From an optimization exercise on the open Yosys and OpenROAD flow, aimed at small area; shortcuts taken in it are not production practice. The RTL was checked by simulation tests, not by an equivalence proof against the original design. No driver is modelled on the clock port, so clocking that relies on it looks cheaper here than on a real chip.

// sd_cmd_engine
module sd_cmd_engine (
    input         clk,
    input         rst_n,
    input         soft_rst_n,
    input         command_ready,
    input         response_expected,
    input         long_response,
    input  [5:0]  command_index,
    input  [31:0] command_argument,
    input         sd_cmd_in,
    input         sd_dat0_in,
    output        sd_cmd_out,
    output        sd_cmd_oe,
    output        cmd_sending,
    output [31:0] response0,
    output [31:0] response1,
    output [31:0] response2,
    output [31:0] response3,
    output        resp_crc_err,
    output        end_command,
    output        end_command_and_response,
    output        response_timeout
);
Size: ~140 flip-flops, roughly 180 I/O pins, ~5100 µm² of cells after synthesis.
Settings: LEC_CHECK=0, CAP_MARGIN=20, CORE_MARGIN=2, CORE_UTILIZATION=60, PLACE_DENSITY=0.75, SLEW_MARGIN=20; clock period 10.0 ns.
standard.sh (not shown) runs the stock make flow with config.mk's settings and CLKGATE_MAP_FILE= SYNTH_SCRIPT=/design/flow/synth_recipe.tcl, a recipe that flattens the netlist after the stock synthesis.
==> flow/flow/run.sh <==
#!/bin/bash
# Layout flow: the standard flow (standard.sh, unchanged synthesis), with
#  - port buffers of the smallest buffer cell (buf_1) instead of buffer_ports' default pick,
#  - clock tree built from clkbuf_4 cells and without dummy balancing loads.
# make's full output goes to make_finish.log; each ORFS step keeps its own log under orfs/logs/.
set -euo pipefail
export BUFFER_PORTS_ARGS="-buffer_cell sky130_fd_sc_hd__buf_1"
export CTS_ARGS="-sink_clustering_enable -repair_clock_nets -dont_use_dummy_load -buf_list \"sky130_fd_sc_hd__clkbuf_4 sky130_fd_sc_hd__clkbuf_8\""
bash standard.sh finish > make_finish.log 2>&1
Change:
--- a/flow/flow/run.sh
+++ b/flow/flow/run.sh
@@ -8 +8 @@
-export CTS_ARGS="-sink_clustering_enable -repair_clock_nets -dont_use_dummy_load -buf_list \"sky130_fd_sc_hd__clkbuf_4 sky130_fd_sc_hd__clkbuf_8\""
+export CTS_ARGS="-sink_clustering_enable -repair_clock_nets -dont_use_dummy_load -buf_list sky130_fd_sc_hd__clkbuf_4 -sink_clustering_size 10"
Result:
- The changed run passed the timing, DRC and antenna checks
- via count drops by 0.40%
- global-route usage barely changes
- count of clock-buffer cells in the layout is unchanged

========
lane 1:
Another version of the RTL of sd_cmd_engine (not shown whole).
For scale: roughly 180 I/O pins, about 4900 µm² of cells after synthesis.
Settings: LEC_CHECK=0, CAP_MARGIN=20, CORE_MARGIN=2, CORE_UTILIZATION=75, PLACE_DENSITY=0.88, SLEW_MARGIN=20, SYNTH_HIERARCHICAL=1, SYNTH_MINIMUM_KEEP_SIZE=0; clock period 10.0 ns.
==> flow/flow/run.sh <==
#!/bin/bash
# Layout flow: the standard flow (standard.sh, unchanged synthesis), with
#  - port buffers of the smallest buffer cell (buf_1) instead of buffer_ports' default pick,
#  - one tie cell for the constant outputs (no per-pin tie copies),
#  - a clock tree of clkbuf_4 cells without dummy balancing loads; after CTS
#    (post_cts.tcl), downsize.tcl gives logic cells the smallest drive that keeps timing, and
#    cts_fix.tcl upsizes the clock buffers whose loads see a high slew.
# make's full output goes to make_finish.log; each ORFS step keeps its own log under orfs/logs/.
set -euo pipefail
here=$(pwd)
export BUFFER_PORTS_ARGS="-buffer_cell sky130_fd_sc_hd__buf_1"
export SKIP_REPAIR_TIE_FANOUT=1
export CTS_ARGS="-sink_clustering_enable -repair_clock_nets -dont_use_dummy_load -buf_list sky130_fd_sc_hd__clkbuf_4"
export POST_CTS_TCL="$here/flow/post_cts.tcl"
bash standard.sh finish > make_finish.log 2>&1
==> flow/flow/cts_fix.tcl <==
# Upsize clock-tree buffers whose output slew (placement estimate) is high,
# so every flip-flop clock pin stays well inside the slew limit.
estimate_parasitics -placement
set n_up 0
foreach inst [get_cells *] {
  if {[get_property $inst ref_name] eq "sky130_fd_sc_hd__clkbuf_4"} {
    set worst 0
    foreach pin [get_pins -of_objects [get_nets -of_objects [get_pins -of_objects $inst -filter "direction == output"]]] {
      set s [get_property $pin slew_max]
      if {$s > $worst} { set worst $s }
    }
    if {$worst > 0.105} {
      replace_cell $inst [get_lib_cells */sky130_fd_sc_hd__clkbuf_8]
      incr n_up
    }
  }
}
puts "clock buffers upsized: $n_up"
detailed_placement
check_placement -verbose
Other scripts of this flow, unchanged in this note and not shown: flow/flow/downsize.tcl, flow/flow/post_cts.tcl
Lane 1 finished all stages; the layout is clean.
Input-level comparison between lane 2 and lane 1:
--- a/flow/flow/run.sh
+++ b/flow/flow/run.sh
@@ -5,5 +5,6 @@
 #  - a clock tree of clkbuf_4 cells without dummy balancing loads; after CTS
 #    (post_cts.tcl), downsize.tcl gives logic cells the smallest drive that keeps timing, and
-#    cts_fix.tcl upsizes the clock buffers whose loads see a high slew.
+#    cts_fix.tcl sizes each leaf clock buffer to the smallest clkbuf that keeps the
+#    flip-flop clock slew low.
 # make's full output goes to make_finish.log; each ORFS step keeps its own log under orfs/logs/.
 set -euo pipefail
==> flow/flow/cts_fix.tcl <==
set ::slew_target 0.112
set ::leaf_sizes {sky130_fd_sc_hd__clkbuf_1 sky130_fd_sc_hd__clkbuf_2 sky130_fd_sc_hd__clkbuf_4 sky130_fd_sc_hd__clkbuf_8 sky130_fd_sc_hd__clkbuf_16}
proc clk_load_pins {inst} {
  return [get_pins -of_objects [get_nets -of_objects [get_pins -of_objects $inst -filter "direction == output"]] -filter "direction == input"]
}
proc clk_load_slew {inst} {
  set worst 0
  foreach pin [clk_load_pins $inst] {
    set s [get_property $pin slew_max]
    if {$s > $worst} { set worst $s }
  }
  return $worst
}
estimate_parasitics -placement
foreach inst [get_cells *] {
  if {![string match "sky130_fd_sc_hd__clkbuf_*" [get_property $inst ref_name]]} { continue }
  set leaf 1
  foreach pin [clk_load_pins $inst] {
    if {[string match "sky130_fd_sc_hd__clkbuf_*" [get_property [get_cells -of_objects $pin] ref_name]]} { set leaf 0 }
  }
  if {!$leaf} { continue }
  set orig [get_property $inst ref_name]
  foreach m $::leaf_sizes {
    replace_cell $inst [get_lib_cells */$m]
    if {[clk_load_slew $inst] <= $::slew_target} { break }
  }
  puts "leaf clock buffer [get_full_name $inst]: $orig -> [get_property $inst ref_name], load slew [clk_load_slew $inst]"
}
detailed_placement
check_placement -verbose
--- outcome ---
Any difference in global-route usage between lane 1 and lane 2 is small enough to ignore.
Compared with lane 1, lane 2 shows ratio of routed vias to standard cells higher by about 1%.
Comparing lane 2 and lane 1, the lower synthesis-to-layout area growth was measured on lane 2.
Looking at transition at the pin with the smallest max-transition slack, lane 2 sits 0.012 ns above lane 1.
For worst hold slack, lane 2 and lane 1 come out practically identical.

port drivers added, routing unchanged:
The results above use ideal ports. As a check the final layouts listed here were re-extracted and re-timed, cells and wires unchanged. Step 1: set_driving_cell puts a clkbuf_16 on clk and a buf_2 on each other input, an assumption about the parent block. Step 2 also shifts input and output timing later by t, the mid clock arrival at the registers, as if the neighbouring blocks saw the same clock. Slacks: ideal / step 1 / step 2; pairs: ideal / step 1.
run | t (ns) | setup WS [ns] | worst data-port slew with drivers (ns)
the first run of note 1 | 0.442 | 4.561 / 4.541 / 4.541 | 0.04
the second run of note 1 | 0.508 | 4.562 / 4.542 / 4.542 | 0.05
lane 1 | 0.412 | 4.200 / 4.178 / 4.178 | 0.06
lane 2 | 0.484 | 4.200 / 4.177 / 4.177 | 0.06
After both steps every run listed still meets setup and hold. For lane 2, which loses most, drivers alone change the setup slack by -0.023 ns; drivers and shift together by -0.023 ns.
